Source: an optimization exercise on an open RTL-to-GDS flow (aim: small area and few clock cycles). Production flows keep margins and buffers that such runs may drop. Only simulation tests tie the RTL to the original design; equivalence was not proved. Power figures rest on the tool's default switching activity, not on a simulated workload.

JK:
==> flow/design.v <==
module axi_lite_memory #(
	parameter   AXIL_DATA_WIDTH = 32,
			    AXIL_ADDR_WIDTH = 4
)(
	input wire  						clk,
	input wire  						reset,
	input wire  						arvalid,
	input wire [AXIL_ADDR_WIDTH-1:0]	araddr,
	input wire  						rready,
	output reg  						arready,
	output reg  						rvalid,
	output reg [AXIL_DATA_WIDTH-1:0]	rdata,
	output wire [1:0]					rresp,
	input wire  						awvalid,
	input wire [AXIL_ADDR_WIDTH-1:0]	awaddr,
	input wire  						wvalid,
	input wire [AXIL_DATA_WIDTH-1:0]	wdata,
	input wire [AXIL_DATA_WIDTH/8-1:0]	wstrb,
	input wire  						bready,
	output reg  						awready,
	output reg  						wready,
	output reg  						bvalid,
	output wire [1:0]					bresp
);
	localparam MEMORY_DEPTH = 2**AXIL_ADDR_WIDTH;
	reg [AXIL_DATA_WIDTH-1:0] mem [0:MEMORY_DEPTH-1];  
	reg [AXIL_ADDR_WIDTH-1:0] araddr_q;
	reg [MEMORY_DEPTH-1:0] rsel;
	reg [AXIL_ADDR_WIDTH-1:0]   awaddr_buff;
	reg [AXIL_DATA_WIDTH-1:0]   wdata_buff;
	reg [AXIL_DATA_WIDTH/8-1:0] wstrb_buff;
	reg aw_full, w_full;
	reg commit;    
	reg aw_wait;   
	reg w_wait;    
	reg b_free;    
	reg aw_take, w_take, complete;
	integer i, w;
	wire [AXIL_ADDR_WIDTH-1:0]   araddr_nxt, awaddr_nxt;
	wire [AXIL_DATA_WIDTH-1:0]   wdata_nxt;
	wire [AXIL_DATA_WIDTH/8-1:0] wstrb_nxt;
	wire arready_n, aw_take_n, w_take_n;
	axi_lite_memory_inv u_ar_inv (.a(arready), .y(arready_n));
	axi_lite_memory_inv u_aw_inv (.a(aw_take), .y(aw_take_n));
	axi_lite_memory_inv u_w_inv  (.a(w_take),  .y(w_take_n));
	axi_lite_memory_lane #(.W(AXIL_ADDR_WIDTH)) u_ar_hold (
		.en(arready), .en_n(arready_n), .d(araddr), .q(araddr_q), .y(araddr_nxt)
	);
	axi_lite_memory_lane #(.W(AXIL_ADDR_WIDTH)) u_aw_hold (
		.en(aw_take), .en_n(aw_take_n), .d(awaddr), .q(awaddr_buff), .y(awaddr_nxt)
	);
	axi_lite_memory_lane #(.W(AXIL_DATA_WIDTH + AXIL_DATA_WIDTH/8)) u_w_hold (
		.en(w_take), .en_n(w_take_n), .d({wstrb, wdata}), .q({wstrb_buff, wdata_buff}),
		.y({wstrb_nxt, wdata_nxt})
	);
	reg  [AXIL_DATA_WIDTH/8-1:0] wen   [0:MEMORY_DEPTH-1];
	reg  [AXIL_DATA_WIDTH/8-1:0] wen_n [0:MEMORY_DEPTH-1];
	wire [AXIL_DATA_WIDTH-1:0]   mem_nxt [0:MEMORY_DEPTH-1];
	genvar gw, gl;
	generate
		for (gw = 0; gw < MEMORY_DEPTH; gw = gw + 1)
		begin : g_word
			for (gl = 0; gl < AXIL_DATA_WIDTH/8; gl = gl + 1)
			begin : g_lane
				axi_lite_memory_lane u_lane (
					.en(wen[gw][gl]),
					.en_n(wen_n[gw][gl]),
					.d(wdata_buff[8*gl +: 8]),
					.q(mem[gw][8*gl +: 8]),
					.y(mem_nxt[gw][8*gl +: 8])
				);
			end
		end
	endgenerate
	assign bresp = 2'b00;
	assign rresp = 2'b00;
	always @(*)
	begin
		arready  = (rvalid == 1'b0) || (rready == 1'b1);
		rdata    = {AXIL_DATA_WIDTH{1'b0}};
		for (i = 0; i < MEMORY_DEPTH; i = i + 1)
		begin
			rsel[i] = (araddr_q == i);
			rdata = rdata | (mem[i] & {AXIL_DATA_WIDTH{rsel[i]}});
		end
		commit   = aw_full && w_full;
		aw_wait  = w_full && !commit;
		w_wait   = aw_full && !commit;
		b_free   = (bvalid == 1'b0) || (bready == 1'b1);
		awready  = (!aw_full || commit) && (b_free || !(wvalid || aw_wait));
		wready   = (!w_full || commit) && (b_free || !(awvalid || w_wait));
		aw_take  = awvalid && awready;
		w_take   = wvalid && wready;
		complete = (aw_take && (w_take || aw_wait)) || (w_take && w_wait);
		for (i = 0; i < MEMORY_DEPTH; i = i + 1)
		begin
			wen[i]   = {AXIL_DATA_WIDTH/8{commit && (awaddr_buff == i)}} & wstrb_buff;
			wen_n[i] = ~wen[i];
		end
	end
	always @(posedge clk)
	begin
		araddr_q    <= araddr_nxt;
		awaddr_buff <= awaddr_nxt;
		wdata_buff  <= wdata_nxt;
		wstrb_buff  <= wstrb_nxt;
		if (!reset)
		begin
			rvalid  <= 1'b0;
			bvalid  <= 1'b0;
			aw_full <= 1'b0;
			w_full  <= 1'b0;
		end
		else
		begin
			if (arready)
				rvalid <= arvalid;
			if (b_free)
				bvalid <= complete;
			aw_full <= aw_take || (aw_full && !commit);
			w_full  <= w_take || (w_full && !commit);
		end
		for (w = 0; w < MEMORY_DEPTH; w = w + 1)
			mem[w] <= mem_nxt[w];
	end
endmodule
module axi_lite_memory_lane #(
	parameter W = 8
)(
	input wire         en,
	input wire         en_n,
	input wire [W-1:0] d,
	input wire [W-1:0] q,
	output wire [W-1:0] y
);
	assign y = (d & {W{en}}) | (q & {W{en_n}});
endmodule
module axi_lite_memory_inv (
	input wire  a,
	output wire y
);
	assign y = ~a;
endmodule
Settings: LEC_CHECK=0, CAP_MARGIN=20, CORE_MARGIN=2, CORE_UTILIZATION=70, PLACE_DENSITY=0.85, SLEW_MARGIN=20, SYNTH_HIERARCHICAL=1; clock period 5.0 ns.
standard.sh (not shown) runs the stock make flow with config.mk's settings and CLKGATE_MAP_FILE= SYNTH_SCRIPT=/design/flow/synth_recipe.tcl, a recipe that flattens the netlist after the stock synthesis.
==> flow/flow/run.sh <==
#!/bin/bash
# Standard ORFS layout (the standard.sh), with three changes:
#  - synthesis maps logic with an area-oriented abc script (flow/my_synth.tcl);
#  - ports are buffered with the smallest buffer (buf_1) instead of clkdlybuf4s50_1;
#  - CTS uses clkbuf_16 leaf clusters of up to 28 sinks and no dummy loads.
set -euo pipefail
cd "$(dirname "$0")/.."
work=$PWD
export MY_ABC_SCRIPT=$work/flow/area_map.abc
export FLOW_SYNTH_TCL=$work/synth_recipe.tcl
export BUFFER_PORTS_ARGS="-buffer_cell sky130_fd_sc_hd__buf_1"
export CTS_ARGS="-sink_clustering_enable -repair_clock_nets -dont_use_dummy_load -buf_list sky130_fd_sc_hd__clkbuf_16 -sink_clustering_size 28 -sink_clustering_max_diameter 200"
bash standard.sh SYNTH_SCRIPT=$work/flow/my_synth.tcl finish > flow_standard.log 2>&1
==> flow/flow/area_map.abc <==
&get -n
&st
&dch
&nf -a
&st
&dch
&nf -a
&put
==> flow/flow/my_synth.tcl <==
# The standard flow's synthesis (synth_recipe.tcl, which sources ORFS's synth.tcl) with one change:
# abc's technology-mapping script is an area-oriented one (area_map.abc) instead of
# ORFS's abc_speed.script. Flip-flop mapping (dfflibmap), flattening and renaming
# are the standard flow's own, so the registers are the standard synthesis's.
proc abc {args} {
  set i [lsearch -exact $args -script]
  if {$i >= 0 && [string match *abc_speed.script [lindex $args [expr {$i + 1}]]]} {
    lset args [expr {$i + 1}] $::env(MY_ABC_SCRIPT)
  }
  yosys abc {*}$args
}
source $::env(FLOW_SYNTH_TCL)
Testbench counts of JK, summed over its fixed seeds: cycles 21,542.
--- input diff JK..MS ---
==> flow/design.v, changed modules only <==
module axi_lite_memory #(
	parameter   AXIL_DATA_WIDTH = 32,
			    AXIL_ADDR_WIDTH = 4
)(
	input wire  						clk,
	input wire  						reset,
	input wire  						arvalid,
	input wire [AXIL_ADDR_WIDTH-1:0]	araddr,
	input wire  						rready,
	output reg  						arready,
	output reg  						rvalid,
	output reg [AXIL_DATA_WIDTH-1:0]	rdata,
	output wire [1:0]					rresp,
	input wire  						awvalid,
	input wire [AXIL_ADDR_WIDTH-1:0]	awaddr,
	input wire  						wvalid,
	input wire [AXIL_DATA_WIDTH-1:0]	wdata,
	input wire [AXIL_DATA_WIDTH/8-1:0]	wstrb,
	input wire  						bready,
	output reg  						awready,
	output reg  						wready,
	output reg  						bvalid,
	output wire [1:0]					bresp
);
	localparam MEMORY_DEPTH = 2**AXIL_ADDR_WIDTH;
	reg [AXIL_DATA_WIDTH-1:0] mem [0:MEMORY_DEPTH-1];  
	reg [AXIL_ADDR_WIDTH-1:0] araddr_q;
	reg [MEMORY_DEPTH-1:0] rsel;
	reg [AXIL_ADDR_WIDTH-1:0]   awaddr_buff;
	reg [AXIL_DATA_WIDTH-1:0]   wdata_buff;
	reg [AXIL_DATA_WIDTH/8-1:0] wstrb_buff;
	reg aw_full, w_full;
	reg commit;    
	reg aw_wait;   
	reg w_wait;    
	reg b_free;    
	reg aw_take, w_take, complete;
	integer i, w;
	wire [AXIL_ADDR_WIDTH-1:0]   araddr_nxt, awaddr_nxt;
	wire [AXIL_DATA_WIDTH-1:0]   wdata_nxt;
	wire [AXIL_DATA_WIDTH/8-1:0] wstrb_nxt;
	wire arready_n, aw_take_n, w_take_n;
	axi_lite_memory_inv u_ar_inv (.a(arready), .y(arready_n));
	axi_lite_memory_inv u_aw_inv (.a(aw_take), .y(aw_take_n));
	axi_lite_memory_inv u_w_inv  (.a(w_take),  .y(w_take_n));
	axi_lite_memory_lane #(.W(AXIL_ADDR_WIDTH)) u_ar_hold (
		.en(arready), .en_n(arready_n), .d(araddr), .q(araddr_q), .y(araddr_nxt)
	);
	axi_lite_memory_lane #(.W(AXIL_ADDR_WIDTH)) u_aw_hold (
		.en(aw_take), .en_n(aw_take_n), .d(awaddr), .q(awaddr_buff), .y(awaddr_nxt)
	);
	axi_lite_memory_lane #(.W(AXIL_DATA_WIDTH + AXIL_DATA_WIDTH/8)) u_w_hold (
		.en(w_take), .en_n(w_take_n), .d({wstrb, wdata}), .q({wstrb_buff, wdata_buff}),
		.y({wstrb_nxt, wdata_nxt})
	);
	reg  [AXIL_DATA_WIDTH/8-1:0] wen   [0:MEMORY_DEPTH-1];
	wire [AXIL_DATA_WIDTH-1:0]   mem_nxt [0:MEMORY_DEPTH-1];
	genvar gw, gl;
	generate
		for (gw = 0; gw < MEMORY_DEPTH; gw = gw + 1)
		begin : g_word
			for (gl = 0; gl < AXIL_DATA_WIDTH/8; gl = gl + 1)
			begin : g_lane
				wire en_n;
				axi_lite_memory_inv u_inv (
					.a(wen[gw][gl]),
					.y(en_n)
				);
				axi_lite_memory_lane u_lane (
					.en(wen[gw][gl]),
					.en_n(en_n),
					.d(wdata_buff[8*gl +: 8]),
					.q(mem[gw][8*gl +: 8]),
					.y(mem_nxt[gw][8*gl +: 8])
				);
			end
		end
	endgenerate
	assign bresp = 2'b00;
	assign rresp = 2'b00;
	always @(*)
	begin
		arready  = (rvalid == 1'b0) || (rready == 1'b1);
		rdata    = {AXIL_DATA_WIDTH{1'b0}};
		for (i = 0; i < MEMORY_DEPTH; i = i + 1)
		begin
			rsel[i] = (araddr_q == i);
			rdata = rdata | (mem[i] & {AXIL_DATA_WIDTH{rsel[i]}});
		end
		commit   = aw_full && w_full;
		aw_wait  = w_full && !commit;
		w_wait   = aw_full && !commit;
		b_free   = (bvalid == 1'b0) || (bready == 1'b1);
		awready  = (!aw_full || commit) && (b_free || !(wvalid || aw_wait));
		wready   = (!w_full || commit) && (b_free || !(awvalid || w_wait));
		aw_take  = awvalid && awready;
		w_take   = wvalid && wready;
		complete = (aw_take && (w_take || aw_wait)) || (w_take && w_wait);
		for (i = 0; i < MEMORY_DEPTH; i = i + 1)
			wen[i] = {AXIL_DATA_WIDTH/8{commit && (awaddr_buff == i)}} & wstrb_buff;
	end
	always @(posedge clk)
	begin
		araddr_q    <= araddr_nxt;
		awaddr_buff <= awaddr_nxt;
		wdata_buff  <= wdata_nxt;
		wstrb_buff  <= wstrb_nxt;
		if (!reset)
		begin
			rvalid  <= 1'b0;
			bvalid  <= 1'b0;
			aw_full <= 1'b0;
			w_full  <= 1'b0;
		end
		else
		begin
			if (arready)
				rvalid <= arvalid;
			if (b_free)
				bvalid <= complete;
			aw_full <= aw_take || (aw_full && !commit);
			w_full  <= w_take || (w_full && !commit);
		end
		for (w = 0; w < MEMORY_DEPTH; w = w + 1)
			mem[w] <= mem_nxt[w];
	end
endmodule
MS against JK: switching fraction of total power saw little to no change; maximum fanout along the worst path now larger; full die area saw an increase.
Per the comparison of MS with JK, worst setup slack after placement picked up an extra 0.22 ns, maximum clock frequency grew by 7.2%.
Testbench counts of MS, summed over its fixed seeds: cycles 21,542.

static timing again, ports no longer ideal:
No port has a modelled driver above. Below, the same layouts with a new extraction and two added sets of constraints. Step 1 (the two cells are an assumption about what drives the block):
set clk [get_ports {clk}]
set_driving_cell -lib_cell sky130_fd_sc_hd__clkbuf_16 $clk
set_driving_cell -lib_cell sky130_fd_sc_hd__buf_2 [delete_from_list [all_inputs] $clk]
Step 2 adds t to the input delays and takes it off the output delays; t is the mean of the earliest and latest rising clock arrival at the registers after step 1. Input paths then give back, and output paths get back, about the clock's delay inside the block. Three values: no drivers, after step 1, after step 2; two values: the first two.
run	t (ns)	slack for setup (ns)	hold WS [ns]	worst setup path at the end	worst register clock-pin slew, ns
JK	0.611	0.595 / 0.543 / 1.154	0.482 / 0.482 / 0.482	register to output	0.11 / 0.11
MS	0.615	0.890 / 0.835 / 1.450	0.482 / 0.482 / 0.482	register to output	0.11 / 0.11
After both steps setup and hold are still met in every run listed.
